Background: an optimization exercise with open tools, aiming at small area and a short achievable clock period. Do not read the settings as production practice.
RTL that was checked went through simulation tests only; none was proved equivalent to the original.
The RTL of runs 3 to 7 was laid out without a check of its function.
No activity file was given, so power comes from the tool's default toggle rates. The clock port is modelled as an ideal driver; clocking choices that lean on that would not hold on a real chip.

File: flow/config.mk
export PLATFORM = sky130hd
export DESIGN_NAME = moving_avg_filt
export DESIGN_NICKNAME = moving_avg_filt
export VERILOG_FILES = /design/flow/design.v
export SDC_FILE = /design/flow/constraint.sdc
export NUM_CORES = 4
export LEC_CHECK = 0
export CAP_MARGIN = 20
export CORE_MARGIN = 2
export CORE_UTILIZATION = 40
export SLEW_MARGIN = 20
File: flow/constraint.sdc
create_clock -name core_clock -period 8.0 [get_ports {clk}]
set_input_delay 1.6000 -clock core_clock [delete_from_list [all_inputs] [get_ports {clk}]]
set_output_delay 1.6000 -clock core_clock [all_outputs]
set_load 0.01 [all_outputs]
File: flow/design.v
module moving_avg_filt(
  input clk,
  input signed [7:0] signal_in,
  output signed [7:0] signal_out
  );
  parameter N = 64;  
  reg signed [7:0] q [0:N];
  reg signed [13:0] sum;
  reg signed [13:0] acc;
  reg [5:0] phase;
  integer i;
  wire load = &phase;
  wire signed [13:0] base = load ? acc : (sum - q[N]);
  always @(posedge clk) begin
    q[0] <= signal_in;
    for (i = 0; i < N; i = i + 1)
      q[i + 1] <= q[i];
    phase <= phase + 6'd1;
    sum <= base + q[0];
    acc <= load ? 14'sd0 : acc + q[0];
  end
  assign signal_out = sum[13:6];
endmodule
File: flow/run.sh
#!/bin/bash
# synth_recipe.tcl (not shown) runs the flow's synth.tcl, then flattens the netlist and writes it again
# the make line also repeats each setting of config.mk as NAME=value (left out here)
make -C /OpenROAD-flow-scripts/flow DESIGN_CONFIG=/design/flow/config.mk WORK_HOME=/design/flow/orfs CLKGATE_MAP_FILE= SYNTH_SCRIPT=/design/flow/synth_recipe.tcl finish
==> results_dict.tcl, run 1 <==
set metrics [dict create \
    status "finished clean" \
    period_minus_slack_ns 3.690 \
    core-area_mm2 0.03237 \
    seq_power_share_pct 49.0 \
    reg2regPathDepth 15 \
    post_cts_buffers 0 \
    drive_gt1_share_pct 10.00 \
    clockPowerShare_pct 39.9 \
    antenna_found_initial 0 \
    multi_input_area_mm2 0.001862 \
    clock_latency_ns 0.55 \
    synth.avg_cell_area_um2 15.53 \
    route.detailed.drc 0 \
    cts.sinks 554 \
    synthFlopType "dfxtp_1" \
    crit_chain "ha_1 > and3_1 > nand3_1 > nor2_1 > a21oi_1 > ha_1 > fa_1 > a21o_1 > a21oi_1 > o21ai_0 > a21oi_1 > nor2b_1 > o21ai_0 > nor2b_1 > xnor2_1" \
    rsz0062_at_grt "false" \
    synthDistinctLibCells 40 \
    cts_buffers 50 \
    setup_tns_ns 0 \
    holdPathEnd "q[9][6]$_DFF_P_" \
    intPower_mw 4.745 \
    worst_pin_slew_ns 0.8608 \
    ys_warn_count 2 \
    grt_max_degree 23 \
    clk_pin_slew_worst_paths_ns 0.07 \
    critPathCaptureType "flip-flop" \
    rr_startpoint "phase[0]$_DFF_P_" \
    num_antenna_cells 0 \
    final.fill_count 2819 \
    p_sw_mw 1.405 \
    whs_path_depth 0 \
    fin_skew_ns 0.01664 \
    synth_cells 843 \
    maxCapViolCount 0 \
    finalInstanceArea_mm2 0.01551 \
    path_class "flip-flop to flip-flop" \
    place_area_mm2 0.01373 \
    die-area_mm2 0.03419 \
    setup_viol 0 \
    worstHoldStart "q[8][6]$_DFF_P_" \
    sw_frac_of_total_pct 22.85 \
    die_w_um 184.9 \
    critPathSlowestCell "nand3_1" \
    fin_nets 952 \
    powerDensity_mw_per_mm2 396.5 \
    cts_tree "yes" \
    synthesis.area_mm2 0.01309 \
    netlist.area_leader.share_pct 84.72 \
    rr_endpoint "sum[10]$_DFF_P_" \
    synth_area_leaders "dfxtp_1 (85%), ha_1 (3.9%), xor2_1 (1.3%)" \
    die_h_um 184.9 \
    synth-seq-cells 554 \
    syn-num-nets 896 \
    async_flop_share_pct 0 \
    crit_fanout 20 \
    fmax_mhz 271.0 \
    crit_buf_inv 0 \
    cts_root_buf "clkbuf_16" \
    vias_per_cell 3.999 \
    post-place-cells 1289 \
    wl_per_cell_um 10.97 \
    synthToLayoutAreaGrowth_pct 18.47 \
    drt-initial-drc-count 339 \
    vias 5527 \
    max_stage_delay_ns 0.50 \
    yosys.area.top_type "dfxtp_1" \
    gp_congestion 0.7469 \
    hold_viol 0 \
    ant_nets 0 \
    detailed_place_hpwl_um 8517 \
    initial_core_util_pct 40.44 \
    regArea_mm2 0.01109 \
    cp_common_cell "a21oi_1" \
    cts_resized 0 \
    power.leakage_nw 6.475 \
    cts_max_path_buffers 3 \
    rrSetupSlack_ns 4.31 \
    slew_headroom_pct 42.61 \
    ys_seq_area_share_pct 84.72 \
    io_pins 17 \
    overflow 0 \
    routed_wl_um 15160 \
    start_kind "flip-flop" \
    peakVddDrop_mv 0.2296 \
    synth_common_cells "dfxtp_1 (554), ha_1 (41), nor2_1 (34)" \
    synth_most_common_cell "dfxtp_1" \
    cp_data_arrival_time_ns 4.15 \
    first_pass_iters 4 \
    grt_pass1_vias 5299 \
    hold_buffers 0 \
    finalCritPeriodShare_pct 46.12 \
    grt_pass1_wl_um 25740 \
    slew_viol_final 0 \
    synth_edf_count 0 \
    hold-worst-slack_ns 0.3118 \
    crit_required_ns 8.46 \
    path_delay_family "simple AND/OR/NAND/NOR gates" \
    h-tree-depth 2 \
    p_comb_share_pct 11.0 \
    fin_cells 1382 \
    hp-class "flip-flop to flip-flop" \
    num_rows 66 \
    gr-usage-all-layers_pct 9.416 \
    port_buffers 16 \
]
## metrics by stage
step           util (%)  power [mW]  setup WS (ns)
3_3_place_gp      42.41       3.739          4.352
6_report          47.91       6.150          4.310
2_1_floorplan         -       3.602          4.905
5_1_grt           47.91       6.456          3.873
3_5_place_dp      42.41       3.753          4.308
4_1_cts           47.91       6.235          4.283
## cells in the final DEF (no fill, tap or decap), drive strengths merged, types with 7 or more instances in the layout
master         synthesis  final
o21ai                 21     21
xor2                  19     19
nor2b                  7      7
nor3                   9      9
inv                   17     21
o21a                   7      7
clkinv                 0     12
nand2                 16     16
clkdlybuf4s50          0     16
xnor2                 17     17
nand3                 12     12
nor2                  34     34
clkbuf                 3     69
dfxtp                554    554
a21oi                 32     32
ha                    41     41
## logic make-up after synthesis
logic type	after synthesis	synth area share, %
AOI/OAI and AO/OA	84	3.938
adders and majority gates	44	4.377
and+or+nand+nor	96	3.498
DFF	554	84.72
buffers and inverters	29	1.061
xor gates and xnor gates	36	2.408
## per-layer routing
| metal | vias up | part of all wire (%) | global-route usage, % |
|---|---|---|---|
| li1 | 2856 | - | - |
| met1 | 2534 | 54 | 13.73 |
| met2 | 95 | 38 | 12.64 |
| met3 | 42 | 5.0 | 2.930 |
| met4 | 0 | 2.8 | 4.286 |
| met5 | - | 0 | 0 |
## worst max path at each step
stage                     startpoint               to  slack, ns  cells past startpoint
finish              phase[0]$_DFF_P_  sum[10]$_DFF_P_       4.31                     15
global route        phase[0]$_DFF_P_  sum[10]$_DFF_P_       3.87                     15
CTS                 phase[0]$_DFF_P_  sum[10]$_DFF_P_       4.28                     15
detailed placement  phase[0]$_DFF_P_  sum[10]$_DFF_P_       4.31                     15
global placement    phase[0]$_DFF_P_  sum[10]$_DFF_P_       4.35                     15
floorplan             sum[0]$_DFF_P_  sum[11]$_DFF_P_       4.91                     17
## area by class of cell
| cell class | count | share of cell area, % |
|---|---|---|
| Clock inverter | 24 | 2.106 |
| Multi-Input combinational cell | 260 | 12.00 |
| Clock buffer | 69 | 9.374 |
| Tap cell | 442 | 3.566 |
| Timing Repair Buffer | 16 | 1.033 |
| Sequential cell | 554 | 71.51 |
| Inverter | 17 | 0.4114 |
## state kept, by name (all words and copies together), names as in the netlist
register / flops
phase: 6
q: 520
sum: 14
acc: 14
## power by group through the flow
stage / clock network (mW) / registers, mW / logic [mW]
detailed placement: 0 / 3.08 / 0.673
global placement: 0 / 3.08 / 0.661
global route: 2.65 / 3.04 / 0.769
floorplan: 0 / 3.05 / 0.553
CTS: 2.54 / 3.02 / 0.677
finish: 2.46 / 3.02 / 0.678
==> run 2, diff against run 1 <==
--- a/flow/config.mk
+++ b/flow/config.mk
@@ -5,7 +5,11 @@
 export SDC_FILE = /design/flow/constraint.sdc
 export NUM_CORES = 4
 export LEC_CHECK = 0
+export ABC_CLOCK_PERIOD_IN_PS = 2000
 export CAP_MARGIN = 20
 export CORE_MARGIN = 2
-export CORE_UTILIZATION = 40
+export CORE_UTILIZATION = 60
+export HOLD_SLACK_MARGIN = 0
+export PLACE_DENSITY = 0.75
+export SETUP_SLACK_MARGIN = 5
 export SLEW_MARGIN = 20
==> run 2 against run 1 <==
Effect of this change:
- first-iteration DRC count down 35%
- highest routed layer unchanged
- die area fell by 33%
- still clean on timing, DRC and antenna
- design area about the same
- global-route usage increased by 6.5 points
- power increased by 0.42%
- cell count fell by 11%
==> results_dict.tcl, run 2 <==
set metrics [dict create \
    status "finished clean" \
    cts_buffers 47 \
    hold_viol 0 \
    synthesis.area_mm2 0.01309 \
    fmax_mhz 313.5 \
    synth_cells 843 \
    synth_fa_ha_area_share_pct 4.377 \
    routed_wl_um 17850 \
    synthDistinctLibCells 40 \
    reg_top3 "q: 520 flops, acc: 14 flops, sum: 14 flops" \
    vias_per_cell 4.576 \
    rsz0062_at_grt "true" \
    first_pass_iters 4 \
    fin_cells 1232 \
    crit_path_start "sum[0]$_DFF_P_" \
    maxCapViolCount 0 \
    final_cell_mix "dfxtp_1 (551), clkbuf_16 (47), ha_1 (37), nor2_1 (33), a21oi_1 (24)" \
    gp_congestion 0.7895 \
    grt_pass1_vias 5774 \
    finalWorstSetupSlack_ns 4.810 \
    die_w_um 151.7 \
    cts_tree "yes" \
    synth_mux_area_share_pct 0 \
    crit_required_ns 8.48 \
    drive_gt1_share_pct 13.97 \
    synth_common_cells "dfxtp_1 (554), ha_1 (41), nor2_1 (34)" \
    crit_fanout 3 \
    netlist.area_leader.share_pct 84.72 \
    synth.avg_cell_area_um2 15.53 \
    rr_startpoint "sum[0]$_DFF_P_" \
    setup_viol 0 \
    finalCritPeriodShare_pct 39.88 \
    detailed_place_hpwl_um 8739 \
    rrSetupSlack_ns 4.81 \
    h-tree-depth 2 \
    slew_viol_final 0 \
    grt_max_degree 18 \
    clock_latency_ns 0.56 \
    slew_headroom_pct 52.76 \
    hold_buffers 0 \
    worst_pin_slew_ns 0.7076 \
    core-area_mm2 0.02162 \
    synthFlopType "dfxtp_1" \
    drt-initial-drc-count 221 \
    period_minus_slack_ns 3.190 \
    pre_cts_ws_ns 4.323 \
    rr_endpoint "sum[11]$_DFF_P_" \
    synth_xor_area_share_pct 2.408 \
    cts.sinks 554 \
    initial_core_util_pct 60.55 \
    synth_compound_area_share_pct 3.938 \
    antenna_found_initial 0 \
    gr-usage-all-layers_pct 15.90 \
    fin_skew_ns 0.02730 \
    setup.worst_path.end "sum[11]$_DFF_P_" \
    synthToLayoutAreaGrowth_pct 18.46 \
    final_common_cell "dfxtp_1" \
    synth_most_common_cell "dfxtp_1" \
    fin_nets 968 \
    die-area_mm2 0.02302 \
    clk_pin_slew_worst_paths_ns 0.07 \
    peakVddDrop_mv 0.2543 \
    synth-seq-cells 554 \
    path_class "flip-flop to flip-flop" \
    reg2regPathDepth 17 \
    grt_pass1_wl_um 28370 \
    ys_warn_count 2 \
    start_kind "flip-flop" \
    vias 5638 \
    post-place-cells 1128 \
    setup_tns_ns 0 \
    cts_root_buf "clkbuf_16" \
    powerDensity_mw_per_mm2 398.3 \
    route.detailed.drc 0 \
    wl_per_cell_um 14.49 \
    synth_top_family_by_area "adder cells" \
    die_h_um 151.7 \
    cp_data_arrival_time_ns 3.67 \
    syn-num-nets 896 \
    power.leakage_nw 6.535 \
    port_buffers 16 \
    num_antenna_cells 0 \
    synth_edf_count 0 \
    overflow 0 \
    cts_max_path_buffers 3 \
    hp-class "flip-flop to flip-flop" \
    async_flop_share_pct 0 \
    io_pins 17 \
    ys_seq_area_share_pct 84.72 \
    regMostFlops "q" \
    critPathCaptureType "flip-flop" \
    synthSimpleGateAreaFrac_pct 3.498 \
    synth_area_leaders "dfxtp_1 (85%), ha_1 (3.9%), xor2_1 (1.3%)" \
    yosys.area.top_type "dfxtp_1" \
    ant_nets 0 \
    largest_reg_flops 520 \
    num_rows 54 \
]
==> run 2: changes by cell type in the layout (fill, tap and decap cells not counted), moves of 7 or more <==
cell,delta
o21ai_1,+7
o21ai_0,-8
clkdlybuf4s50_1,-8
buf_4,+17
dlygate4sd2_1,+8
==> run 2: cells by family (layout without fill, tap and decap cells) <==
kind of cell,count (synthesis),in the layout
AO/OA/AOI/OAI,84,84
XOR/XNOR,36,36
adder cells (fa/ha/maj),44,44
buffers and inverters,29,137
flip-flops,554,554
AND/OR/NAND/NOR,96,97
==> run 2: per-stage QoR <==
step	instance area (um^2)	total power, mW	hold WS, ns	util (%)
4_1_cts	15370	6.171	0.3090	71.09
3_3_place_gp	13540	3.731	0.3098	62.63
2_1_floorplan	13100	3.606	0.3096	-
5_1_grt	15510	6.435	0.3250	71.72
3_5_place_dp	13540	3.755	0.3121	62.63
6_report	15510	6.176	0.3085	71.72
==> run 2: worst max-delay path: stages (launching register included) <==
cell      delay, ns
dfxtp_2        0.32
inv_2          0.04
ha_4           0.15
fa_2           0.35
nor2b_2        0.14
o31a_1         0.21
o21ai_1        0.08
nand2b_1       0.13
xnor2_2        0.14
o21ai_1        0.10
ha_1           0.33
a211o_1        0.29
o21a_1         0.19
o21ai_1        0.12
nand2b_1       0.11
a21o_1         0.18
a21oi_2        0.12
xnor2_1        0.12
==> run 2: worst min path at each step <==
stage | start | end | slack, ns | cells past startpoint
after global placement | q[22][6]$_DFF_P_ | q[23][6]$_DFF_P_ | 0.31 | 0
after detailed placement | q[34][2]$_DFF_P_ | q[35][2]$_DFF_P_ | 0.31 | 0
after CTS | q[25][7]$_DFF_P_ | q[26][7]$_DFF_P_ | 0.31 | 0
after floorplan | q[9][0]$_DFF_P_ | q[10][0]$_DFF_P_ | 0.31 | 0
after global routing | q[25][7]$_DFF_P_ | q[26][7]$_DFF_P_ | 0.32 | 0
final | q[25][7]$_DFF_P_ | q[26][7]$_DFF_P_ | 0.31 | 0
==> run 2: report_power, final <==
part           internal [mW]  total (mW)  switching (mW)
combinational          0.379       0.789           0.410
sequential              2.95        3.03          0.0814
clock                   1.40        2.36           0.964
==> run 2: routing by layer <==
metal  share of wire [%]  global-route usage, %
met5                   0                      0
met1                  48                  21.08
met4                 1.6                  5.509
met2                  46                  25.56
met3                 3.8                  4.132
==> run 2: area by class of cell <==
cell class,instances,area (um^2)
Inverter,17,63.81
Clock inverter,18,299.0
Multi-Input combinational cell,261,2046
Clock buffer,68,1365
Tap cell,280,350.3
Sequential cell,554,11090
Fill cell,1333,6113
Timing Repair Buffer,34,289.0
==> run 2: timing repair <==
item | 4_1_cts | 5_1_grt
setup buffers | 11 | 6
gates resized for setup | 29 | 22
pin swaps | 18 | 19
cloned | 1 | 0
setup endpoints to repair | 15 | 6
==> run 3, diff against run 2 <==
==> flow/design.v (replaced) <==
module moving_avg_filt(
  input clk,
  input signed [7:0] signal_in,
  output signed [7:0] signal_out
  );
  parameter N = 64;  
  reg signed [7:0] q [0:N-1];
  reg signed [8:0] d;
  reg signed [13:0] sum;
  reg signed [13:0] acc;
  reg [5:0] phase;
  integer i;
  wire load = &phase;
  always @(posedge clk) begin
    q[0] <= signal_in;
    for (i = 0; i < N - 1; i = i + 1)
      q[i + 1] <= q[i];
    d <= signal_in - q[N-1];
    phase <= phase + 6'd1;
    sum <= (load ? acc : sum) + d;
    acc <= (load ? 14'sd0 : acc) + q[0];
  end
  assign signal_out = sum[13:6];
endmodule
--- a/flow/config.mk
+++ b/flow/config.mk
@@ -9,6 +9,9 @@
 export CAP_MARGIN = 20
 export CORE_MARGIN = 2
 export CORE_UTILIZATION = 60
+export CTS_BUF_LIST = sky130_fd_sc_hd__clkbuf_8 sky130_fd_sc_hd__clkbuf_16
+export CTS_CLUSTER_DIAMETER = 50
+export CTS_CLUSTER_SIZE = 20
 export HOLD_SLACK_MARGIN = 0
 export PLACE_DENSITY = 0.75
 export SETUP_SLACK_MARGIN = 5
==> run 3 against run 2 <==
Effect of this change:
- non-clock buffer count fell by 11
- first-iteration DRC count decreased by 14%
- utilization fell by 3.8 points
- critical path depth shrank 9
- critical path type is now input pin to flip-flop
- largest cell class unchanged
==> results_dict.tcl, run 3 <==
set metrics [dict create \
    status "finished clean" \
    antenna_found_initial 1 \
    critPathCaptureType "flip-flop" \
    start_kind "input pin" \
    crit_chain "clkdlybuf4s50_1 > ha_1 > nor2b_2 > o21a_1 > buf_4 > o21a_1 > o21ai_0 > a21oi_1" \
    yosys.area.top_type "dfxtp_1" \
    finalInstanceArea_mm2 0.01469 \
    synth_most_common_cell "dfxtp_1" \
    port_buffers 16 \
    synthFlopType "dfxtp_1" \
    clock_latency_ns 0.52 \
    power.leakage_nw 6.157 \
    routed_wl_um 16400 \
    clk_pin_slew_worst_paths_ns 0.08 \
    drive_gt1_share_pct 9.784 \
    synth.avg_cell_area_um2 15.99 \
    cp_data_arrival_time_ns 3.34 \
    synthDistinctLibCells 44 \
    route.detailed.drc 0 \
    reg_top3 "q: 512 flops, acc: 14 flops, sum: 14 flops" \
    grt_max_degree 29 \
    largest_reg_flops 512 \
    netlist.area_leader.share_pct 84.94 \
    slew_headroom_pct 69.61 \
    synth_area_leaders "dfxtp_1 (85%), ha_1 (3.6%), xnor2_1 (1.7%)" \
    cts_root_buf "clkbuf_16" \
    vias_per_cell 4.588 \
    slew_viol_final 0 \
    grt_pass1_wl_um 26460 \
    regArea_mm2 0.01112 \
    fin_nets 918 \
    hp-class "flip-flop to flip-flop" \
    rrSetupSlack_ns 5.14 \
    path_class "input pin to flip-flop" \
    critPathSlowestCell "clkdlybuf4s50_1" \
    io_pins 17 \
    cts_tree "yes" \
    final_util_pct 67.95 \
    num_antenna_cells 0 \
    die-area_mm2 0.02300 \
    cp_common_cell "o21a_1" \
    grt_pass1_vias 5210 \
    synth_common_cells "dfxtp_1 (555), ha_1 (38), xnor2_1 (25)" \
    vias 5318 \
    fmax_mhz 341.4 \
    crit_buf_inv 2 \
    async_flop_share_pct 0 \
    ant_nets 0 \
    power_mw 5.447 \
    crit_required_ns 8.41 \
    synthToLayoutAreaGrowth_pct 12.30 \
    place_area_mm2 0.01352 \
    crit_path_start "signal_in[2]" \
    max_stage_delay_ns 0.45 \
    worstHoldStart "q[34][4]$_DFF_P_" \
    synth_cells 818 \
    cts_buffers 36 \
    hold_viol 0 \
    synth-seq-cells 555 \
    num_rows 54 \
    worst_pin_slew_ns 0.4558 \
    cts_max_path_buffers 3 \
    final.fill_count 1430 \
    final_cell_mix "dfxtp_1 (551), clkbuf_16 (37), ha_1 (36), xnor2_1 (25), nor2_1 (21)" \
    peakVddDrop_mv 0.2387 \
    h-tree-depth 2 \
    gr-usage-all-layers_pct 14.85 \
    core-area_mm2 0.02162 \
    die_w_um 151.7 \
    gp_congestion 0.8061 \
    die_h_um 151.7 \
    drt-initial-drc-count 190 \
    period_minus_slack_ns 2.929 \
    hold-worst-slack_ns 0.3149 \
    ys_seq_area_share_pct 84.94 \
    cts.sinks 555 \
    multi_input_area_mm2 0.001841 \
    syn-num-nets 868 \
    setup_viol 0 \
    rsz0062_at_grt "true" \
    final_common_cell "dfxtp_1" \
    regMostFlops "q" \
    synthesis.area_mm2 0.01308 \
    finalCritPeriodShare_pct 36.61 \
    rr_startpoint "phase[1]$_DFF_P_" \
    synth_edf_count 0 \
    ys_warn_count 2 \
    fin_skew_ns 0.01958 \
    wl_per_cell_um 14.15 \
    powerDensity_mw_per_mm2 370.8 \
    path_delay_family "compound AO/OA/AOI/OAI gates" \
    overflow 0 \
    maxCapViolCount 0 \
    initial_core_util_pct 60.50 \
    setup_tns_ns 0 \
    crit_fanout 3 \
    detailed_place_hpwl_um 8801 \
    first_pass_iters 4 \
]
[run 3: cell count changes after synthesis, moves of 8 or more]
cell     delta
a21oi_1    -13
mux2_2     +13
nor2_1     -13
nor2b_1    +12
xor2_1     -12
xnor2_1     +8
[run 3: final timing paths]
check / to / depth (start not counted)
min: q[35][4]$_DFF_P_ / 0
max: d[6]$_DFF_P_ / 8
min reg2reg: q[35][4]$_DFF_P_ / 0
max reg2reg: sum[12]$_DFF_P_ / 11
[run 3: cell families (layout without fill, tap and decap cells)]
kind of cell / Yosys count / count (layout) / synth area share [%]
AND/OR/NAND/NOR: 77 / 77 / 3.003
XOR/XNOR: 32 / 32 / 2.143
adder cells (fa/ha/maj): 41 / 41 / 4.094
multiplexers: 14 / 14 / 1.196
AO/OA/AOI/OAI: 68 / 68 / 3.472
buffers and inverters: 31 / 92 / 1.157
flip-flops: 555 / 555 / 84.94
[run 3: repair_timing]
action                     in CTS  in global routing
gates resized for setup        12                 14
setup endpoints to repair      12                 10
cloned                          0                  1
pin swaps                       4                  4
hold buffers                    0                  0
buffers inserted                2                  3
[run 3: area by class of cell]
class / instances / share of cell area (%)
multi-input cells: 232 / 12.53
well taps: 280 / 2.385
clock inverters: 10 / 0.8688
clock buffers: 39 / 6.413
flip-flops and latches: 555 / 75.67
repair buffers: 23 / 1.627
inverters: 20 / 0.5110
[run 3: worst reg2reg max path, stage by stage, from the launching register on]
cell and delay (ns):
dfxtp_1 0.35, ha_2 0.21, and3_4 0.23, buf_12 0.15
mux2_2 0.34, ha_1 0.20, fa_1 0.40, a21o_1 0.22
a22o_1 0.21, o21ai_0 0.16, o21ai_0 0.13, xor2_1 0.15
[run 3: per-layer routing]
layer	global-route usage, %	wire [um]	up-vias
li1	-	-	2733
met1	21.43	8377	2495
met2	21.85	7112	58
met3	3.713	572	30
met4	5.463	324	2
met5	0	10	-
[run 3: metrics by stage]
step	worst slack [ns]	std cells
after floorplan	5.083	818
after global placement	4.488	1104
after detailed placement	4.415	1104
after CTS	4.993	1155
after global routing	4.967	1159
final	5.071	1159
[run 3: report_power, final]
group / leakage (nW) / total, mW / internal (mW) / switching (mW)
registers: 4.64 / 3.02 / 2.96 / 0.0671
clock network: 0.520 / 1.75 / 0.892 / 0.859
logic: 0.993 / 0.672 / 0.336 / 0.336
==> run 4, diff against run 3 <==
==> flow/flow/run.sh (new file) <==
#!/bin/bash
# Standard ORFS layout with port buffers of a plain buffer cell and no CTS dummy loads.
set -euo pipefail
bash standard.sh \
  BUFFER_PORTS_ARGS="-buffer_cell sky130_fd_sc_hd__buf_2" \
  CTS_ARGS="-sink_clustering_enable -repair_clock_nets -dont_use_dummy_load -sink_clustering_size 20 -sink_clustering_max_diameter 50 -buf_list {sky130_fd_sc_hd__clkbuf_8 sky130_fd_sc_hd__clkbuf_16}" \
  finish > flow.log 2>&1
==> flow/standard.sh (new file) <==
#!/bin/bash
# synth_recipe.tcl (not shown) runs the flow's synth.tcl, then flattens the netlist and writes it again
# the make line also repeats each setting of config.mk as NAME=value (left out here)
make -C /OpenROAD-flow-scripts/flow DESIGN_CONFIG=/design/flow/config.mk WORK_HOME=/design/flow/orfs CLKGATE_MAP_FILE= SYNTH_SCRIPT=/design/flow/synth_recipe.tcl "${@:-finish}"
removed: flow/run.sh
==> run 4 against run 3 <==
Effect of this change:
- still clean on timing, DRC and antenna
- synthesized cell count unchanged
- die area unchanged
- routed wire length decreased by 1.3%
- hold slack got worse by 0.026 ns
- power decreased by 3.6%
- sequential share of layout area increased by 1.6 points
- largest power group unchanged
- highest routed layer unchanged
==> results_dict.tcl, run 4 <==
set metrics [dict create \
    reg_top3 "q: 512 flops, acc: 14 flops, sum: 14 flops" \
    cts_buffers 35 \
    first_pass_iters 4 \
    fin_nets 912 \
    peakVddDrop_mv 0.2511 \
    ys_warn_count 2 \
    fin_skew_ns 0.05345 \
    crit_required_ns 8.35 \
    hold-worst-slack_ns 0.2888 \
    crit_path_start "phase[0]$_DFF_P_" \
    worstHoldStart "q[49][0]$_DFF_P_" \
    hp-class "flip-flop to flip-flop" \
    synth_most_common_cell "dfxtp_1" \
    drive_gt1_share_pct 9.419 \
    cts.sinks 555 \
    critPathSlowestCell "fa_2" \
    detailed_place_hpwl_um 9008 \
    port_buffers 16 \
    regMostFlops "q" \
    cts_tree "yes" \
    overflow 0 \
    cp_common_cell "o21ai_0" \
    h-tree-depth 2 \
    num_antenna_cells 0 \
    async_flop_share_pct 0 \
    wl_per_cell_um 14.20 \
    die_h_um 151.7 \
    yosys.area.top_type "dfxtp_1" \
    synthDistinctLibCells 44 \
    powerDensity_mw_per_mm2 365.0 \
    vias_per_cell 4.536 \
    vias 5171 \
    crit_chain "ha_2 > and3_4 > buf_12 > mux2_2 > ha_1 > fa_2 > a21o_1 > a22o_1 > o21ai_0 > o21ai_0 > xor2_1" \
    start_kind "flip-flop" \
    final_common_cell "dfxtp_1" \
    clk_pin_slew_worst_paths_ns 0.07 \
    place_area_mm2 0.01344 \
    grt_pass1_wl_um 26140 \
    syn-num-nets 868 \
    route.detailed.drc 0 \
    gr-usage-all-layers_pct 14.57 \
    largest_reg_flops 512 \
    cts_max_path_buffers 3 \
    critPathCaptureType "flip-flop" \
    die_w_um 151.7 \
    cp_data_arrival_time_ns 3.20 \
    die-area_mm2 0.02300 \
    maxCapViolCount 0 \
    slew_viol_final 0 \
    initial_core_util_pct 60.50 \
    synth_area_leaders "dfxtp_1 (85%), ha_1 (3.6%), xnor2_1 (1.7%)" \
    num_rows 54 \
    core-area_mm2 0.02162 \
    setup_tns_ns 0 \
    clock_latency_ns 0.52 \
    netlist.area_leader.share_pct 84.94 \
    path_class "flip-flop to flip-flop" \
    hold_viol 0 \
    crit_fanout 14 \
    setup_viol 0 \
    worst_pin_slew_ns 0.4971 \
    ant_nets 0 \
    gp_congestion 0.7871 \
    period_minus_slack_ns 2.852 \
    rsz0062_at_grt "false" \
    synth_common_cells "dfxtp_1 (555), ha_1 (38), xnor2_1 (25)" \
    synth.avg_cell_area_um2 15.99 \
    cts_root_buf "clkbuf_16" \
    synthesis.area_mm2 0.01308 \
    status "finished clean" \
    hold_buffers 0 \
    slew_headroom_pct 66.86 \
    io_pins 17 \
    drt-initial-drc-count 173 \
    synth_cells 818 \
    synthFlopType "dfxtp_1" \
    finalCritPeriodShare_pct 35.65 \
    rr_startpoint "phase[0]$_DFF_P_" \
    fmax_mhz 350.7 \
    ys_seq_area_share_pct 84.94 \
    routed_wl_um 16190 \
    post_cts_buffers 0 \
    power.leakage_nw 6.021 \
    final_cell_mix "dfxtp_1 (551), ha_1 (37), clkbuf_16 (35), xnor2_1 (25), nor2_1 (21)" \
    antenna_found_initial 1 \
    finalInstanceArea_mm2 0.01439 \
    synth-seq-cells 555 \
    grt_max_degree 21 \
    synthToLayoutAreaGrowth_pct 9.966 \
    synth_edf_count 0 \
    grt_pass1_vias 5211 \
    max_stage_delay_ns 0.36 \
]
-- run 4: cell counts after synthesis --
Identical to the previous run, type by type.
-- run 4: worst paths after layout --
path	to	slack, ns	depth (start not counted)
worst max-delay path	sum[12]$_DFF_P_	5.15	11
worst min-delay path	q[50][0]$_DFF_P_	0.29	0
worst max register to register	sum[12]$_DFF_P_	5.15	11
worst min register to register	q[50][0]$_DFF_P_	0.29	0
-- run 4: per-layer routing --
layer | share of wire, % | up-vias | global-route usage (%)
li1 | - | 2703 | -
met1 | 51 | 2374 | 20.61
met2 | 42 | 57 | 22.05
met3 | 3.6 | 35 | 3.383
met4 | 2.6 | 2 | 5.417
met5 | 0.080 | - | 0
-- run 4: metrics by stage --
stage	setup slack [ns]	util [%]	power, mW	std cells
4_1_cts	5.015	66.47	5.293	1140
5_1_grt	5.008	66.53	5.500	1140
3_3_place_gp	4.881	62.18	3.724	1104
2_1_floorplan	5.083	-	3.618	818
6_report	5.148	66.53	5.251	1140
3_5_place_dp	4.855	62.18	3.739	1104
-- run 4: cells by family (layout without fill, tap and decap cells) --
family / after synthesis / after routing / synth area share, %
buf+inv: 31 / 73 / 1.157
flops: 555 / 555 / 84.94
fa+ha+maj: 41 / 41 / 4.094
xor+xnor: 32 / 32 / 2.143
simple gates: 77 / 77 / 3.003
compound gates: 68 / 68 / 3.472
mux: 14 / 14 / 1.196
-- run 4: power by group --
group	switching, mW	internal (mW)	total [mW]
Sequential	0.0643	2.96	3.02
Combinational	0.341	0.324	0.666
Clock	0.786	0.777	1.56
Total	1.19	4.06	5.25
-- run 4: cell type report --
class	count	area, um^2
clock buffers	35	875.8
fillers	1500	7236
inverters	20	75.07
multi-input cells	232	1836
flip-flops and latches	555	11120
well taps	280	350.3
repair buffers	18	132.6
-- run 4: what timing repair did --
action | in CTS | in global routing
pin swaps | 1 | 1
resized for setup | 6 | 8
endpoints found under the setup margin | 4 | 4
gates cloned | 1 | 0
-- run 4: critical path: cells and delay by family, from the launching register on --
kind                     cells  cell delay [ns]
flip-flops                   1             0.35
XOR/XNOR                     1             0.15
AO/OA/AOI/OAI                4             0.72
buffers and inverters        1             0.15
adder cells (fa/ha/maj)      3             0.77
AND/OR/NAND/NOR              1             0.23
multiplexers                 1             0.34
==> run 5, diff against run 4 <==
--- a/flow/design.v
+++ b/flow/design.v
@@ -9,14 +9,15 @@
   reg signed [13:0] sum;
   reg signed [13:0] acc;
   reg [5:0] phase;
+  reg load;    
   integer i;
-  wire load = &phase;
   always @(posedge clk) begin
     q[0] <= signal_in;
     for (i = 0; i < N - 1; i = i + 1)
       q[i + 1] <= q[i];
     d <= signal_in - q[N-1];
     phase <= phase + 6'd1;
+    load <= (phase == 6'd62);
     sum <= (load ? acc : sum) + d;
     acc <= (load ? 14'sd0 : acc) + q[0];
   end
==> flow/flow/run.sh (replaced) <==
#!/bin/bash
# Standard ORFS layout (standard synthesis unchanged) with port buffers of a
# plain buffer cell, no CTS dummy loads, and a tighter setup repair target.
set -euo pipefail
bash standard.sh \
  BUFFER_PORTS_ARGS="-buffer_cell sky130_fd_sc_hd__buf_2" \
  CTS_ARGS="-sink_clustering_enable -repair_clock_nets -dont_use_dummy_load -sink_clustering_size 20 -sink_clustering_max_diameter 50 -buf_list {sky130_fd_sc_hd__clkbuf_8 sky130_fd_sc_hd__clkbuf_16}" \
  SETUP_SLACK_MARGIN=5.6 \
  finish > flow.log 2>&1
--- a/flow/config.mk
+++ b/flow/config.mk
@@ -9,10 +9,6 @@
 export CAP_MARGIN = 20
 export CORE_MARGIN = 2
 export CORE_UTILIZATION = 60
-export CTS_BUF_LIST = sky130_fd_sc_hd__clkbuf_8 sky130_fd_sc_hd__clkbuf_16
-export CTS_CLUSTER_DIAMETER = 50
-export CTS_CLUSTER_SIZE = 20
 export HOLD_SLACK_MARGIN = 0
 export PLACE_DENSITY = 0.75
-export SETUP_SLACK_MARGIN = 5
 export SLEW_MARGIN = 20
==> run 5 against run 4 <==
Effect of this change:
- non-clock buffer count increased by 9
- hold slack worse by 0.0031 ns
- synthesized cell count increased by 1.7%
- die area rose by 0.50%
- flip-flop and latch count rose by 1
- setup slack better by 0.33 ns
- critical endpoint is now signal_out[4]
- combinational power rose by 11%
- global-route usage decreased by 0.33 points
- still clean on timing, DRC and antenna
- register-to-register slack improved by 0.47 ns
- design area increased by 2.6%
- critical path type is now flip-flop to output pin
- power grew 2.7%
- area after synthesis grew 0.51%
==> results_dict.tcl, run 5 <==
set metrics [dict create \
    drive_gt1_share_pct 11.45 \
    crit_fanout 2 \
    antenna_found_initial 0 \
    first_pass_iters 4 \
    final_common_cell "dfxtp_1" \
    synth_edf_count 0 \
    path_delay_family "flip-flops" \
    synth-seq-cells 556 \
    num_rows 54 \
    die_w_um 152.0 \
    synth_cells 832 \
    syn-num-nets 880 \
    fin_nets 932 \
    cp_data_arrival_time_ns 0.92 \
    initial_core_util_pct 60.62 \
    synth.avg_cell_area_um2 15.80 \
    clk_pin_slew_worst_paths_ns 0.07 \
    hold_viol 0 \
    vias 5371 \
    cts_root_buf "clkbuf_16" \
    power.leakage_nw 6.158 \
    crit_chain "buf_6" \
    clock_latency_ns 0.52 \
    hold_buffers 0 \
    max_stage_delay_ns 0.33 \
    ys_seq_area_share_pct 84.66 \
    gr-usage-all-layers_pct 14.24 \
    synthToLayoutAreaGrowth_pct 12.25 \
    cp_num_cells 1 \
    grt_pass1_vias 5367 \
    slew_viol_final 0 \
    period_minus_slack_ns 2.524 \
    fmax_mhz 396.2 \
    io_pins 17 \
    regMostFlops "q" \
    wl_per_cell_um 13.87 \
    overflow 0 \
    reg_top3 "q: 512 flops, acc: 14 flops, sum: 14 flops" \
    hp-class "flip-flop to flip-flop" \
    vias_per_cell 4.622 \
    crit_buf_inv 1 \
    final.fill_count 1436 \
    reg2regPathDepth 10 \
    ys_warn_count 2 \
    setup_viol 0 \
    num_antenna_cells 0 \
    slew_headroom_pct 71.65 \
    h-tree-depth 2 \
    detailed_place_hpwl_um 8850 \
    synthFlopType "dfxtp_1" \
    synth_area_leaders "dfxtp_1 (85%), ha_1 (3.4%), xnor2_1 (1.5%)" \
    path_class "flip-flop to output pin" \
    grt_pass1_wl_um 26710 \
    routed_wl_um 16120 \
    fin_cells 1162 \
    die-area_mm2 0.02311 \
    hold-worst-slack_ns 0.2858 \
    core-area_mm2 0.02169 \
    synthDistinctLibCells 51 \
    maxCapViolCount 0 \
    critPathCaptureType "output pin" \
    finalCritPeriodShare_pct 31.55 \
    setup_tns_ns 0 \
    cts_max_path_buffers 3 \
    synth_most_common_cell "dfxtp_1" \
    cts_buffers 37 \
    whs_path_depth 0 \
    die_h_um 152.0 \
    ant_nets 0 \
    worst_pin_slew_ns 0.4247 \
    async_flop_share_pct 0 \
    status "finished clean" \
    drt-initial-drc-count 181 \
    yosys.area.top_type "dfxtp_1" \
    netlist.area_leader.share_pct 84.66 \
    grt_max_degree 21 \
    fin_skew_ns 0.06638 \
    route.detailed.drc 0 \
    crit_required_ns 6.40 \
    cts.sinks 556 \
    post-place-cells 1115 \
    largest_reg_flops 512 \
    rsz0062_at_grt "true" \
    final_cell_mix "dfxtp_1 (547), clkbuf_16 (38), ha_1 (30), inv_1 (25), xnor2_1 (23)" \
    critPathSlowestCell "dfxtp_2" \
    start_kind "flip-flop" \
    synthesis.area_mm2 0.01315 \
    cts_tree "yes" \
    powerDensity_mw_per_mm2 365.3 \
    gp_congestion 0.8434 \
    peakVddDrop_mv 0.2394 \
    port_buffers 16 \
    synth_common_cells "dfxtp_1 (556), ha_1 (36), inv_1 (27)" \
]
==> run 5: through the flow <==
stage / instance area [um^2] / worst slack (ns) / util (%) / power, mW
2_1_floorplan: 13210 / 5.162 / - / 3.633
3_3_place_gp: 13550 / 4.888 / 62.48 / 3.732
3_5_place_dp: 13550 / 4.885 / 62.48 / 3.751
4_1_cts: 14620 / 5.457 / 67.42 / 5.405
5_1_grt: 14760 / 5.452 / 68.05 / 5.641
6_report: 14760 / 5.476 / 68.05 / 5.392
==> run 5: routing by layer <==
layer | part of all wire, % | GRT usage (%)
met4 | 2.9 | 5.073
met2 | 41 | 20.74
met3 | 3.6 | 3.023
met1 | 52 | 21.25
met5 | 0 | 0
==> run 5: repair_timing <==
item,4_1_cts,5_1_grt
setup buffers,3,5
gates resized for setup,25,18
pin swaps,6,3
endpoints found under the setup margin,21,19
cloned,1,1
==> run 5: worst reg2reg max path, delay by kind of cell, from the launching register on <==
family / cells / cell delay, ns
DFF: 1 / 0.39
AOI/OAI and AO/OA: 2 / 0.72
adders and majority gates: 2 / 0.42
and+or+nand+nor: 4 / 0.61
buffers and inverters: 2 / 0.19
==> run 5: worst paths after layout <==
kind / from / to / slack (ns)
setup / recovery: sum[10]$_DFF_P_ / signal_out[4] / 5.48
hold / removal: q[22][1]$_DFF_P_ / q[23][1]$_DFF_P_ / 0.29
setup reg to reg: load$_DFF_P_ / acc[10]$_DFF_P_ / 5.62
hold reg to reg: q[22][1]$_DFF_P_ / q[23][1]$_DFF_P_ / 0.29
==> run 5: logic make-up after synthesis <==
kind of cell	Yosys count	share of synthesized area [%]
xor+xnor	28	1.865
compound gates	63	3.188
mux	15	1.256
simple gates	90	3.740
buf+inv	41	1.408
fa+ha+maj	39	3.883
flops	556	84.66
==> run 5: area by class of cell <==
| class | instances | area (um^2) | share of cell area (%) |
|---|---|---|---|
| Clock buffer | 37 | 925.9 | 6.274 |
| Inverter | 27 | 108.9 | 0.7376 |
| Multi-Input combinational cell | 235 | 1951 | 13.22 |
| Sequential cell | 556 | 11140 | 75.51 |
| Tap cell | 280 | 350.3 | 2.374 |
| Timing Repair Buffer | 27 | 277.8 | 1.882 |
==> run 5: power breakdown <==
part	total (mW)	internal [mW]	switching, mW
registers	3.04	2.97	0.0726
logic	0.739	0.370	0.370
clock network	1.61	0.819	0.793
==> run 6, diff against run 5 <==
==> flow/flow/run.sh (replaced) <==
#!/bin/bash
set -euo pipefail
bash standard.sh \
  BUFFER_PORTS_ARGS="-buffer_cell sky130_fd_sc_hd__buf_2" \
  CTS_ARGS="-sink_clustering_enable -repair_clock_nets -dont_use_dummy_load -sink_clustering_size 30 -sink_clustering_max_diameter 60 -buf_list {sky130_fd_sc_hd__clkbuf_16}" \
  SETUP_SLACK_MARGIN=5.6 \
  finish > flow.log 2>&1
==> run 6 against run 5 <==
Effect of this change:
- power down 5.0%
- cell count down 1.0%
- routed wire length down 3.4%
- clock skew down 0.013 ns
- global-route usage down 0.60 points
- design area down 2.0%
- first-iteration DRC count down 6.1%
- critical endpoint unchanged
- largest power group unchanged
==> results_dict.tcl, run 6 <==
set metrics [dict create \
    synth_area_leaders "dfxtp_1 (85%), ha_1 (3.4%), xnor2_1 (1.5%)" \
    finalCritPeriodShare_pct 32.00 \
    synth_top_family_by_area "adder cells" \
    grt_max_degree 31 \
    crit_fanout 2 \
    synth_fa_ha_area_share_pct 3.883 \
    hp-class "flip-flop to flip-flop" \
    rsz0062_at_grt "true" \
    synthSimpleGateAreaFrac_pct 3.740 \
    vias 5248 \
    sw_frac_of_total_pct 23.24 \
    max_stage_delay_ns 0.33 \
    worst_pin_slew_ns 0.4460 \
    cts_root_buf "clkbuf_16" \
    first_pass_iters 4 \
    route.detailed.drc 0 \
    hold_viol 0 \
    finalWorstSetupSlack_ns 5.440 \
    pre_cts_ws_ns 4.885 \
    ys_warn_count 2 \
    h-tree-depth 1 \
    critPathCaptureType "output pin" \
    period_minus_slack_ns 2.560 \
    syn-num-nets 880 \
    clock_latency_ns 0.55 \
    ant_nets 0 \
    slew_headroom_pct 70.23 \
    reg_top3 "q: 512 flops, acc: 14 flops, sum: 14 flops" \
    cts_tree "yes" \
    status "finished clean" \
    largest_reg_flops 512 \
    gr-usage-all-layers_pct 13.63 \
    regMostFlops "q" \
    peakVddDrop_mv 0.2013 \
    synth.avg_cell_area_um2 15.80 \
    crit_required_ns 6.40 \
    cp_data_arrival_time_ns 0.96 \
    path_delay_family "flip-flops" \
    start_kind "flip-flop" \
    synthFlopType "dfxtp_1" \
    detailed_place_hpwl_um 8850 \
    drive_gt1_share_pct 9.770 \
    drt-initial-drc-count 170 \
    slew_viol_final 0 \
    post-place-cells 1115 \
    die_h_um 152.0 \
    vias_per_cell 4.563 \
    synth_compound_area_share_pct 3.188 \
    hold_buffers 0 \
    io_pins 17 \
    num_antenna_cells 0 \
    synthesis.area_mm2 0.01315 \
    p_comb_share_pct 14.2 \
    die-area_mm2 0.02311 \
    cts_max_path_buffers 3 \
    overflow 0 \
    synthToLayoutAreaGrowth_pct 10.03 \
    power_mw 5.121 \
    fin_nets 920 \
    powerDensity_mw_per_mm2 354.0 \
    port_buffers 16 \
    cts.sinks 556 \
    critPathSlowestCell "dfxtp_2" \
    power.leakage_nw 6.024 \
    antenna_found_initial 0 \
    fin_skew_ns 0.05349 \
    grt_pass1_wl_um 25960 \
    crit_buf_inv 1 \
    path_class "flip-flop to output pin" \
    grt_pass1_vias 5256 \
    final_common_cell "dfxtp_1" \
    wl_per_cell_um 13.55 \
    p_sw_mw 1.190 \
    intPower_mw 3.931 \
    synthDistinctLibCells 51 \
    routed_wl_um 15580 \
    synth_edf_count 0 \
    synth_mux_area_share_pct 1.256 \
    yosys.area.top_type "dfxtp_1" \
    final_cell_mix "dfxtp_1 (547), ha_1 (33), clkbuf_16 (27), inv_1 (25), xnor2_1 (23)" \
    synth_xor_area_share_pct 1.865 \
    synth_most_common_cell "dfxtp_1" \
    gp_congestion 0.8434 \
    fmax_mhz 390.6 \
    setup_tns_ns 0 \
    netlist.area_leader.share_pct 84.66 \
    core-area_mm2 0.02169 \
    setup_viol 0 \
    maxCapViolCount 0 \
    clk_pin_slew_worst_paths_ns 0.10 \
    synth-seq-cells 556 \
    seq_power_share_pct 59.4 \
    clockPowerShare_pct 26.4 \
    die_w_um 152.0 \
    ys_seq_area_share_pct 84.66 \
    async_flop_share_pct 0 \
    final_util_pct 66.70 \
    synth_common_cells "dfxtp_1 (556), ha_1 (36), inv_1 (27)" \
    num_rows 54 \
    fin_cells 1150 \
    initial_core_util_pct 60.62 \
    crit_chain "buf_6" \
    synth_cells 832 \
    cts_buffers 27 \
]
-- run 6: cell counts after synthesis --
Identical to the previous run, type by type.
-- run 6: through the flow --
stage	cell area (um^2)	hold WS (ns)
final	14470	0.2665
after global routing	14470	0.2694
after CTS	14370	0.2631
after detailed placement	13550	0.3121
after global placement	13550	0.3104
after floorplan	13210	0.3096
-- run 6: layout make-up --
class | instances | area [um^2]
Clock buffer | 27 | 675.6
Fill cell | 1488 | 7222
Inverter | 27 | 108.9
Multi-Input combinational cell | 235 | 1929
Sequential cell | 556 | 11140
Tap cell | 280 | 350.3
Timing Repair Buffer | 25 | 257.7
-- run 6: kinds of logic after synthesis --
logic type / after synthesis
AO/OA/AOI/OAI: 63
XOR/XNOR: 28
adder cells (fa/ha/maj): 39
buffers and inverters: 41
flip-flops: 556
multiplexers: 15
AND/OR/NAND/NOR: 90
-- run 6: what timing repair did --
item / 4_1_cts / 5_1_grt
resized for setup: 26 / 12
setup endpoints to repair: 20 / 19
gates cloned: 1 / 0
setup buffers: 2 / 5
pin swaps: 6 / 7
-- run 6: metal layers --
layer  vias to the layer above  track usage, %  share of wire [%]
met3                        25           2.624                3.0
met5                         -               0                  0
li1                       2735               -                  -
met2                        58           20.36                 40
met1                      2430           20.80                 55
met4                         0           3.249                2.0
-- run 6: power groups by stage --
stage                     Clock (mW)  Combinational (mW)  Sequential, mW
after floorplan                    0               0.573            3.06
final                           1.35               0.730            3.04
after global placement             0               0.642            3.09
after detailed placement           0               0.659            3.09
after global routing            1.48               0.811            3.06
after CTS                       1.39               0.696            3.04
-- run 6: path summary, 6_finish.rpt --
kind / from / to / slack, ns / cells after the start
max reg2reg: load$_DFF_P_ / acc[10]$_DFF_P_ / 5.62 / 10
max: sum[10]$_DFF_P_ / signal_out[4] / 5.44 / 1
min: q[22][1]$_DFF_P_ / q[23][1]$_DFF_P_ / 0.27 / 0
min reg2reg: q[22][1]$_DFF_P_ / q[23][1]$_DFF_P_ / 0.27 / 0
==> run 7, diff against run 6 <==
==> flow/flow/run.sh (replaced) <==
#!/bin/bash
set -euo pipefail
bash standard.sh \
  BUFFER_PORTS_ARGS="-buffer_cell sky130_fd_sc_hd__buf_2" \
  CTS_ARGS="-sink_clustering_enable -repair_clock_nets -dont_use_dummy_load -sink_clustering_size 34 -sink_clustering_max_diameter 70 -buf_list {sky130_fd_sc_hd__clkbuf_16}" \
  SETUP_SLACK_MARGIN=5.6 \
  finish > flow.log 2>&1
==> run 7 against run 6 <==
Effect of this change:
- still clean
- global-route usage decreased by 0.22 points
- cell count shrank 0.26%
- first-iteration DRC count is 1.8% higher
- via count fell by 0.42%
- fmax is 0.52% higher
- clock-buffer cell count down 6
- largest cell class unchanged
==> results_dict.tcl, run 7 <==
set metrics [dict create \
    initial_core_util_pct 60.62 \
    synth_edf_count 0 \
    synthToLayoutAreaGrowth_pct 9.393 \
    cts.sinks 556 \
    period_minus_slack_ns 2.547 \
    syn-num-nets 880 \
    cts_buffers 21 \
    synthSimpleGateAreaFrac_pct 3.740 \
    h-tree-depth 1 \
    setup_viol 0 \
    synthDistinctLibCells 51 \
    start_kind "flip-flop" \
    die_h_um 152.0 \
    status "finished clean" \
    drt-initial-drc-count 173 \
    hold_viol 0 \
    ys_warn_count 2 \
    cp_data_arrival_time_ns 0.95 \
    final_common_cell "dfxtp_1" \
    worst_pin_slew_ns 0.4490 \
    gp_congestion 0.8434 \
    fin_nets 917 \
    io_pins 17 \
    synth_mux_area_share_pct 1.256 \
    finalCritPeriodShare_pct 31.83 \
    antenna_found_initial 0 \
    synth-seq-cells 556 \
    rsz0062_at_grt "true" \
    overflow 0 \
    slew_viol_final 0 \
    synth_common_cells "dfxtp_1 (556), ha_1 (36), inv_1 (27)" \
    grt_pass1_wl_um 25480 \
    fin_skew_ns 0.04349 \
    setup_tns_ns 0 \
    synth_top_family_by_area "adder cells" \
    power.leakage_nw 5.974 \
    detailed_place_hpwl_um 8850 \
    netlist.area_leader.share_pct 84.66 \
    die_w_um 152.0 \
    synth_compound_area_share_pct 3.188 \
    grt_pass1_vias 5095 \
    power_mw 4.985 \
    maxCapViolCount 0 \
    grt_max_degree 35 \
    powerDensity_mw_per_mm2 346.6 \
    ys_seq_area_share_pct 84.66 \
    critPathCaptureType "output pin" \
    vias 5226 \
    drive_gt1_share_pct 10.03 \
    cts_tree "yes" \
    peakVddDrop_mv 0.2114 \
    fmax_mhz 392.7 \
    cts_root_buf "clkbuf_16" \
    critPathSlowestCell "dfxtp_2" \
    crit_fanout 2 \
    path_delay_family "flip-flops" \
    crit_required_ns 6.40 \
    synth.avg_cell_area_um2 15.80 \
    core-area_mm2 0.02169 \
    hp-class "flip-flop to flip-flop" \
    first_pass_iters 4 \
    reg_top3 "q: 512 flops, acc: 14 flops, sum: 14 flops" \
    num_antenna_cells 0 \
    max_stage_delay_ns 0.35 \
    hold_buffers 0 \
    place_area_mm2 0.01355 \
    gr-usage-all-layers_pct 13.41 \
    synth_most_common_cell "dfxtp_1" \
    final.fill_count 1490 \
    synth_cells 832 \
    fin_cells 1147 \
    routed_wl_um 15590 \
    clk_pin_slew_worst_paths_ns 0.11 \
    post-place-cells 1115 \
    largest_reg_flops 512 \
    yosys.area.top_type "dfxtp_1" \
    slew_headroom_pct 70.03 \
    regMostFlops "q" \
    synth_area_leaders "dfxtp_1 (85%), ha_1 (3.4%), xnor2_1 (1.5%)" \
    finalInstanceArea_mm2 0.01438 \
    vias_per_cell 4.556 \
    async_flop_share_pct 0 \
    wl_per_cell_um 13.59 \
    crit_buf_inv 1 \
    ant_nets 0 \
    crit_chain "buf_6" \
    synth_fa_ha_area_share_pct 3.883 \
    synthFlopType "dfxtp_1" \
    cts_max_path_buffers 3 \
    clock_latency_ns 0.53 \
    path_class "flip-flop to output pin" \
    die-area_mm2 0.02311 \
    port_buffers 16 \
    final_cell_mix "dfxtp_1 (547), ha_1 (31), inv_1 (26), xnor2_1 (23), clkbuf_16 (22)" \
    route.detailed.drc 0 \
    synth_xor_area_share_pct 1.865 \
    num_rows 54 \
    synthesis.area_mm2 0.01315 \
]
==> run 7: cells by family (layout without fill, tap and decap cells) <==
kind of cell | count (synthesis) | count (layout)
xor+xnor | 28 | 28
flops | 556 | 556
fa+ha+maj | 39 | 39
mux | 15 | 15
simple gates | 90 | 90
compound gates | 63 | 63
buf+inv | 41 | 76
==> run 7: path summary, 6_finish.rpt <==
| check | startpoint | end | slack, ns | depth (start not counted) |
|---|---|---|---|---|
| worst max-delay path | sum[6]$_DFF_P_ | signal_out[0] | 5.45 | 1 |
| worst max register to register | load$_DFF_P_ | acc[10]$_DFF_P_ | 5.65 | 10 |
| worst min register to register | q[7][1]$_DFF_P_ | q[8][1]$_DFF_P_ | 0.29 | 0 |
| worst min-delay path | q[7][1]$_DFF_P_ | q[8][1]$_DFF_P_ | 0.29 | 0 |
==> run 7: metrics by stage <==
step                      hold slack [ns]  util, %  setup WS [ns]
after CTS                          0.2900    65.59          5.424
final                              0.2886    66.31          5.453
after floorplan                    0.3096        -          5.162
after detailed placement           0.3121    62.48          4.885
after global routing               0.2895    66.31          5.408
after global placement             0.3104    62.48          4.888
==> run 7: timing repair <==
item | in CTS | in global routing
gates resized for setup | 26 | 20
endpoints found under the setup margin | 20 | 19
buffers inserted | 3 | 6
pin swaps | 6 | 7
cloned | 1 | 1
==> run 7: area by class of cell <==
| class | instances | area [um^2] | area share (%) |
|---|---|---|---|
| sequential | 556 | 11140 | 77.49 |
| multi-input combinational | 235 | 1968 | 13.68 |
| clock buffer | 21 | 525.5 | 3.654 |
| timing repair buffer | 28 | 285.3 | 1.983 |
| tap | 280 | 350.3 | 2.436 |
| inverter | 27 | 108.9 | 0.7569 |
==> run 7: per-layer routing <==
metal  GRT usage, %  vias to the layer above  wire, um
met3          2.481                       29       395
met2          19.05                       44      6190
met5              0                        -         0
li1               -                     2732         -
met4          3.560                        0       389
met1          21.25                     2421      8616
==> run 7: report_power, final <==
group / leakage [nW] / internal (mW) / switching (mW)
logic: 1.06 / 0.374 / 0.371
clock network: 0.259 / 0.476 / 0.724
registers: 4.65 / 2.97 / 0.0721
total: 5.97 / 3.82 / 1.17
==> run 8, diff against run 7 <==
==> flow/design.v (replaced) <==
module moving_avg_filt(
  input clk,
  input signed [7:0] signal_in,
  output signed [7:0] signal_out
  );
  parameter N = 64;  
  reg signed [7:0] q [0:N-1];
  reg signed [8:0] d;
  reg signed [13:0] sum;
  reg [13:0] acc;
  reg [5:0] phase;
  reg load;    
  wire signed [13:0] acc_sum = {~acc[13], acc[12:0]};
  integer i;
  always @(posedge clk) begin
    q[0] <= signal_in;
    for (i = 0; i < N - 1; i = i + 1)
      q[i + 1] <= q[i];
    d <= signal_in - q[N-1];
    phase <= phase + 6'd1;
    load <= (phase == 6'd62);
    sum <= (load ? acc_sum : sum) + d;
    acc <= (load ? 14'd0 : acc) + {~q[0][7], q[0][6:0]};
  end
  assign signal_out = sum[13:6];
endmodule
==> run 8 against run 7 <==
Effect of this change:
- flip-flop and latch count stayed put
- fmax is 2.4% lower
- non-clock buffer count is 5 higher
- cell count is 0.78% higher
- still clean
- clock skew is 0.00070 ns lower
- hold slack better by 0.0094 ns
- critical path depth stayed put
- via count is 3.8% higher
- power is 1.0% higher
==> results_dict.tcl, run 8 <==
set metrics [dict create \
    gr-usage-all-layers_pct 13.78 \
    initial_core_util_pct 60.72 \
    power.leakage_nw 5.952 \
    regArea_mm2 0.01114 \
    ant_nets 0 \
    first_pass_iters 4 \
    wl_per_cell_um 13.74 \
    crit_fanout 2 \
    synthToLayoutAreaGrowth_pct 9.778 \
    die_w_um 151.9 \
    final_cell_mix "dfxtp_1 (547), inv_1 (27), ha_1 (26), clkbuf_16 (22), nor2_1 (21)" \
    syn-num-nets 875 \
    gr-max-usage-layer "met2" \
    status "finished clean" \
    cp_data_arrival_time_ns 1.01 \
    synthesis.area_mm2 0.01313 \
    num_antenna_cells 0 \
    overflow 0 \
    cts_buffers 22 \
    multi_input_area_mm2 0.001979 \
    final.fill_count 1516 \
    grt_pass1_vias 5360 \
    reg2regPathDepth 9 \
    worst_pin_slew_ns 0.3998 \
    h-tree-depth 1 \
    port_buffers 16 \
    die-area_mm2 0.02308 \
    rr_startpoint "load$_DFF_P_" \
    powerDensity_mw_per_mm2 349.4 \
    clk_pin_slew_worst_paths_ns 0.11 \
    synthDistinctLibCells 49 \
    rr_endpoint "sum[12]$_DFF_P_" \
    finalCritPeriodShare_pct 32.62 \
    grt_util_met1_pct 20.43 \
    synth_area_leaders "dfxtp_1 (85%), ha_1 (3.0%), xnor2_1 (1.1%)" \
    peakVddDrop_mv 0.2581 \
    cp_num_cells 1 \
    async_flop_share_pct 0 \
    reg_top3 "q: 512 flops, acc: 14 flops, sum: 14 flops" \
    crit_required_ns 6.40 \
    fmax_mhz 383.2 \
    rsz0062_at_grt "true" \
    synth_most_common_cell "dfxtp_1" \
    regMostFlops "q" \
    rrSetupSlack_ns 5.48 \
    fin_nets 921 \
    ys_seq_area_share_pct 84.78 \
    start_kind "flip-flop" \
    synth_edf_count 0 \
    io_pins 17 \
    netlist.area_leader.share_pct 84.78 \
    detailed_place_hpwl_um 9023 \
    worstHoldStart "q[40][5]$_DFF_P_" \
    synth_common_cells "dfxtp_1 (556), ha_1 (31), inv_1 (28)" \
    synth-seq-cells 556 \
    hold_viol 0 \
    fin_skew_ns 0.04279 \
    vias_per_cell 4.694 \
    synth.avg_cell_area_um2 15.78 \
    cts_root_buf "clkbuf_16" \
    synthFlopType "dfxtp_1" \
    max_stage_delay_ns 0.37 \
    cts_tree "yes" \
    grt_pass1_wl_um 26280 \
    die_h_um 151.9 \
    use_met3_pct 2.653 \
    crit_path_start "sum[6]$_DFF_P_" \
    period_minus_slack_ns 2.610 \
    path_delay_family "flip-flops" \
    path_class "flip-flop to output pin" \
    num_rows 54 \
    setup_tns_ns 0 \
    grt_max_degree 35 \
    critPathSlowestCell "dfxtp_2" \
    cts_max_path_buffers 3 \
    gp_congestion 0.8077 \
    slew_headroom_pct 72.66 \
    slew_viol_final 0 \
    antenna_found_initial 1 \
    crit_buf_inv 1 \
    route.detailed.drc 0 \
    setup.worst_path.end "signal_out[0]" \
    setup_viol 0 \
    maxCapViolCount 0 \
    crit_chain "buf_6" \
    yosys.area.top_type "dfxtp_1" \
    routed_wl_um 15890 \
    synth_cells 832 \
    cts.sinks 556 \
    drt-initial-drc-count 290 \
    largest_reg_flops 512 \
    critPathCaptureType "output pin" \
    clock_latency_ns 0.54 \
    ys_warn_count 2 \
    vias 5426 \
    drive_gt1_share_pct 11.99 \
    final_common_cell "dfxtp_1" \
    hp-class "flip-flop to flip-flop" \
    met2_usage_pct 20.98 \
    hold_buffers 0 \
    core-area_mm2 0.02162 \
    hold-worst-slack_ns 0.2980 \
]
[run 8: cell types whose count changed after synthesis, moves of 3 or more]
cell / delta
a21oi_1: -6
ha_1: -5
mux2_1: -10
mux2_2: +11
nand2_1: +6
nor2b_1: -3
o21a_1: +3
o21ai_0: +5
o21ai_1: -3
o31ai_1: +4
xnor2_1: -6
[run 8: how the worst min path moves through the flow]
stage,to,slack (ns),cells past startpoint
finish,q[41][5]$_DFF_P_,0.30,0
global route,q[39][6]$_DFF_P_,0.30,0
CTS,q[41][5]$_DFF_P_,0.30,0
detailed placement,q[22][2]$_DFF_P_,0.31,0
global placement,q[20][2]$_DFF_P_,0.31,0
floorplan,q[10][0]$_DFF_P_,0.31,0
[run 8: kinds of logic (layout without fill, tap and decap cells)]
| kind of cell | Yosys count | count (layout) | synth area share (%) |
|---|---|---|---|
| flops | 556 | 556 | 84.78 |
| mux | 16 | 16 | 1.382 |
| compound gates | 75 | 75 | 4.079 |
| xor+xnor | 20 | 20 | 1.334 |
| buf+inv | 39 | 83 | 1.344 |
| fa+ha+maj | 34 | 34 | 3.412 |
| simple gates | 92 | 92 | 3.669 |
[run 8: where the power goes]
part           leakage (nW)  switching [mW]  internal (mW)
Sequential             4.65          0.0820           2.96
Combinational          1.03           0.379          0.377
Clock                 0.271           0.736          0.497
Total                  5.95            1.20           3.84
[run 8: final cells by class]
class,count,area share (%)
Sequential cell,556,77.32
Multi-Input combinational cell,237,13.73
Clock buffer,22,3.820
Tap cell,280,2.431
Timing Repair Buffer,33,1.910
Inverter,28,0.7813
[run 8: what timing repair did]
action / 4_1_cts / 5_1_grt
buffers inserted: 10 / 7
gates resized for setup: 29 / 16
pin swaps: 8 / 12
gates cloned: 0 / 0
endpoints found under the setup margin: 23 / 16
[run 8: layer usage]
layer,vias to the layer above,share of wire (%)
li1,2772,-
met1,2524,52
met2,94,41
met3,36,4.0
met4,0,2.9
met5,-,0
[run 8: through the flow]
step	worst slack [ns]	utilization (%)	instance area, um^2	total power [mW]	cells
after floorplan	5.162	-	13190	3.611	832
after global placement	4.916	62.63	13540	3.715	1117
after detailed placement	4.881	62.63	13540	3.732	1117
after CTS	5.352	66.06	14280	5.013	1149
after global routing	5.338	66.66	14410	5.255	1156
final	5.390	66.66	14410	5.035	1156
==> run 9, diff against run 8 <==
==> flow/flow/run.sh (replaced) <==
#!/bin/bash
set -euo pipefail
bash standard.sh \
  BUFFER_PORTS_ARGS="-buffer_cell sky130_fd_sc_hd__buf_2" \
  CTS_ARGS="-sink_clustering_enable -repair_clock_nets -dont_use_dummy_load -sink_clustering_size 34 -sink_clustering_max_diameter 70 -buf_list {sky130_fd_sc_hd__clkbuf_16}" \
  SETUP_SLACK_MARGIN=5.2 \
  finish > flow.log 2>&1
==> run 9 against run 8 <==
Effect of this change:
- still clean on timing, DRC and antenna
- hold slack got worse by 0.0047 ns
- cell count down 1.5%
- via count fell by 2.0%
- non-clock buffer count decreased by 16
- clock power is essentially flat
- critical path type is now flip-flop to flip-flop
- largest cell class unchanged
==> results_dict.tcl, run 9 <==
set metrics [dict create \
    status "finished clean" \
    peakVddDrop_mv 0.2505 \
    period_minus_slack_ns 2.702 \
    die-area_mm2 0.02308 \
    route.detailed.drc 0 \
    detailed_place_hpwl_um 9054 \
    wl_per_cell_um 13.71 \
    rsz0062_at_grt "false" \
    ys_warn_count 2 \
    crit_chain "buf_8 > mux2_2 > ha_1 > inv_1 > fa_1 > nor2b_4 > o31a_1 > o21a_1 > o311ai_0 > nand3_1" \
    synth_edf_count 0 \
    path_delay_family "compound AO/OA/AOI/OAI gates" \
    drive_gt1_share_pct 6.985 \
    grt_pass1_wl_um 26070 \
    hp-class "flip-flop to flip-flop" \
    synthToLayoutAreaGrowth_pct 7.033 \
    largest_reg_flops 512 \
    die_h_um 151.9 \
    vias_per_cell 4.671 \
    syn-num-nets 875 \
    setup_viol 0 \
    clk_pin_slew_worst_paths_ns 0.11 \
    synthDistinctLibCells 49 \
    routed_wl_um 15620 \
    max_stage_delay_ns 0.41 \
    grt_pass1_vias 5270 \
    initial_core_util_pct 60.72 \
    synthesis.area_mm2 0.01313 \
    synth_area_leaders "dfxtp_1 (85%), ha_1 (3.0%), xnor2_1 (1.1%)" \
    gp_congestion 0.8189 \
    crit_required_ns 8.34 \
    cts.sinks 556 \
    cts_tree "yes" \
    setup_tns_ns 0 \
    slew_viol_final 0 \
    crit_buf_inv 2 \
    core-area_mm2 0.02162 \
    clock_latency_ns 0.52 \
    maxCapViolCount 0 \
    fin_skew_ns 0.05741 \
    hold_viol 0 \
    overflow 0 \
    first_pass_iters 4 \
    regMostFlops "q" \
    synth.avg_cell_area_um2 15.78 \
    synthFlopType "dfxtp_1" \
    post_cts_buffers 0 \
    reg_top3 "q: 512 flops, acc: 14 flops, sum: 14 flops" \
    final.fill_count 1566 \
    ys_seq_area_share_pct 84.78 \
    io_pins 17 \
    multi_input_area_mm2 0.001838 \
    finalCritPeriodShare_pct 33.77 \
    ant_nets 0 \
    synth-seq-cells 556 \
    regArea_mm2 0.01113 \
    start_kind "flip-flop" \
    fmax_mhz 370.2 \
    path_class "flip-flop to flip-flop" \
    critPathSlowestCell "o311ai_0" \
    worst_pin_slew_ns 0.5435 \
    cts_root_buf "clkbuf_16" \
    critPathCaptureType "flip-flop" \
    num_rows 54 \
    fin_cells 1139 \
    yosys.area.top_type "dfxtp_1" \
    synth_common_cells "dfxtp_1 (556), ha_1 (31), inv_1 (28)" \
    cts_max_path_buffers 3 \
    drt-initial-drc-count 344 \
    power.leakage_nw 5.815 \
    powerDensity_mw_per_mm2 347.8 \
    die_w_um 151.9 \
    antenna_found_initial 1 \
    synth_most_common_cell "dfxtp_1" \
    crit_fanout 34 \
    port_buffers 16 \
    num_antenna_cells 0 \
    slew_headroom_pct 63.67 \
    cp_data_arrival_time_ns 3.04 \
    post-place-cells 1118 \
    hold_buffers 0 \
    netlist.area_leader.share_pct 84.78 \
    synth_cells 832 \
    final_cell_mix "dfxtp_1 (556), ha_1 (30), inv_1 (27), nor2_1 (21), clkbuf_16 (21)" \
    grt_max_degree 35 \
    async_flop_share_pct 0 \
    h-tree-depth 1 \
    fin_nets 904 \
    gr-usage-all-layers_pct 13.69 \
    cts_resized 0 \
    hold-worst-slack_ns 0.2933 \
    vias 5320 \
    final_common_cell "dfxtp_1" \
    cts_buffers 21 \
]
## run 9: cell counts after synthesis
No cell type changed its count.
## run 9: logic make-up (layout without fill, tap and decap cells)
family,Yosys count,count (layout),synth area share [%]
AND/OR/NAND/NOR,92,92,3.669
flip-flops,556,556,84.78
multiplexers,16,16,1.382
buffers and inverters,39,66,1.344
adder cells (fa/ha/maj),34,34,3.412
XOR/XNOR,20,20,1.334
AO/OA/AOI/OAI,75,75,4.079
## run 9: cell type report
type                            instances  share of cell area [%]
Sequential cell                       556                   79.21
Multi-Input combinational cell        237                   13.08
Clock buffer                           21                   3.740
Tap cell                              280                   2.493
Inverter                               28                  0.8014
Timing Repair Buffer                   17                  0.6767
## run 9: metrics by stage
stage	cell area (um^2)	utilization, %	setup WS, ns	power [mW]
after floorplan	13150	-	5.161	3.609
after global placement	13520	62.52	4.914	3.712
after detailed placement	13520	62.52	4.816	3.733
after CTS	14040	64.95	5.224	4.925
after global routing	14050	64.99	5.209	5.123
final	14050	64.99	5.298	4.888
## run 9: metal layers
layer  track usage [%]  share of wire (%)  vias to the layer above
met4             3.827                2.4                        0
li1                  -                  -                     2739
met1             20.91                 54                     2486
met3             2.453                3.2                       35
met5                 0                  0                        -
met2             20.25                 41                       60
## run 9: final timing paths
check / cells after the start / end / slack, ns / from
setup / recovery: 10 / sum[12]$_DFF_P_ / 5.30 / load$_DFF_P_
hold / removal: 0 / q[2][2]$_DFF_P_ / 0.29 / q[1][2]$_DFF_P_
setup reg to reg: 10 / sum[12]$_DFF_P_ / 5.30 / load$_DFF_P_
hold reg to reg: 0 / q[2][2]$_DFF_P_ / 0.29 / q[1][2]$_DFF_P_
## run 9: power breakdown
group	total [mW]	switching (mW)	internal, mW	leakage (nW)
clock	1.21	0.731	0.476	0.259
combinational	0.648	0.350	0.298	0.906
sequential	3.03	0.0733	2.96	4.65
total	4.89	1.15	3.73	5.81

-- separate check: timing with driven ports --
Ports are ideal in the flow. The routed layouts listed here were re-timed in OpenROAD.
Step 1, drivers: a clkbuf_16 drives clk and a buf_2 each remaining input, both assumed.
Step 2, shift: input delay + t, output delay - t, t = (earliest + latest rising clock arrival at the registers) / 2. This alone moves slack from input paths to output paths.
Slacks: ideal ports / drivers / drivers and shift; pairs: ideal ports / drivers.
run | shift t [ns] | setup WS [ns]
run 1 | 0.591 | 4.310 / 4.310 / 4.310
run 2 | 0.587 | 4.810 / 4.810 / 4.810
run 3 | 0.556 | 5.071 / 5.095 / 4.539
run 4 | 0.540 | 5.148 / 5.148 / 4.800
run 5 | 0.536 | 5.476 / 5.431 / 5.004
run 6 | 0.567 | 5.440 / 5.394 / 4.978
run 7 | 0.557 | 5.453 / 5.405 / 5.014
run 8 | 0.560 | 5.390 / 5.347 / 5.073
run 9 | 0.549 | 5.298 / 5.277 / 4.841
After both steps every run listed still meets setup and hold.
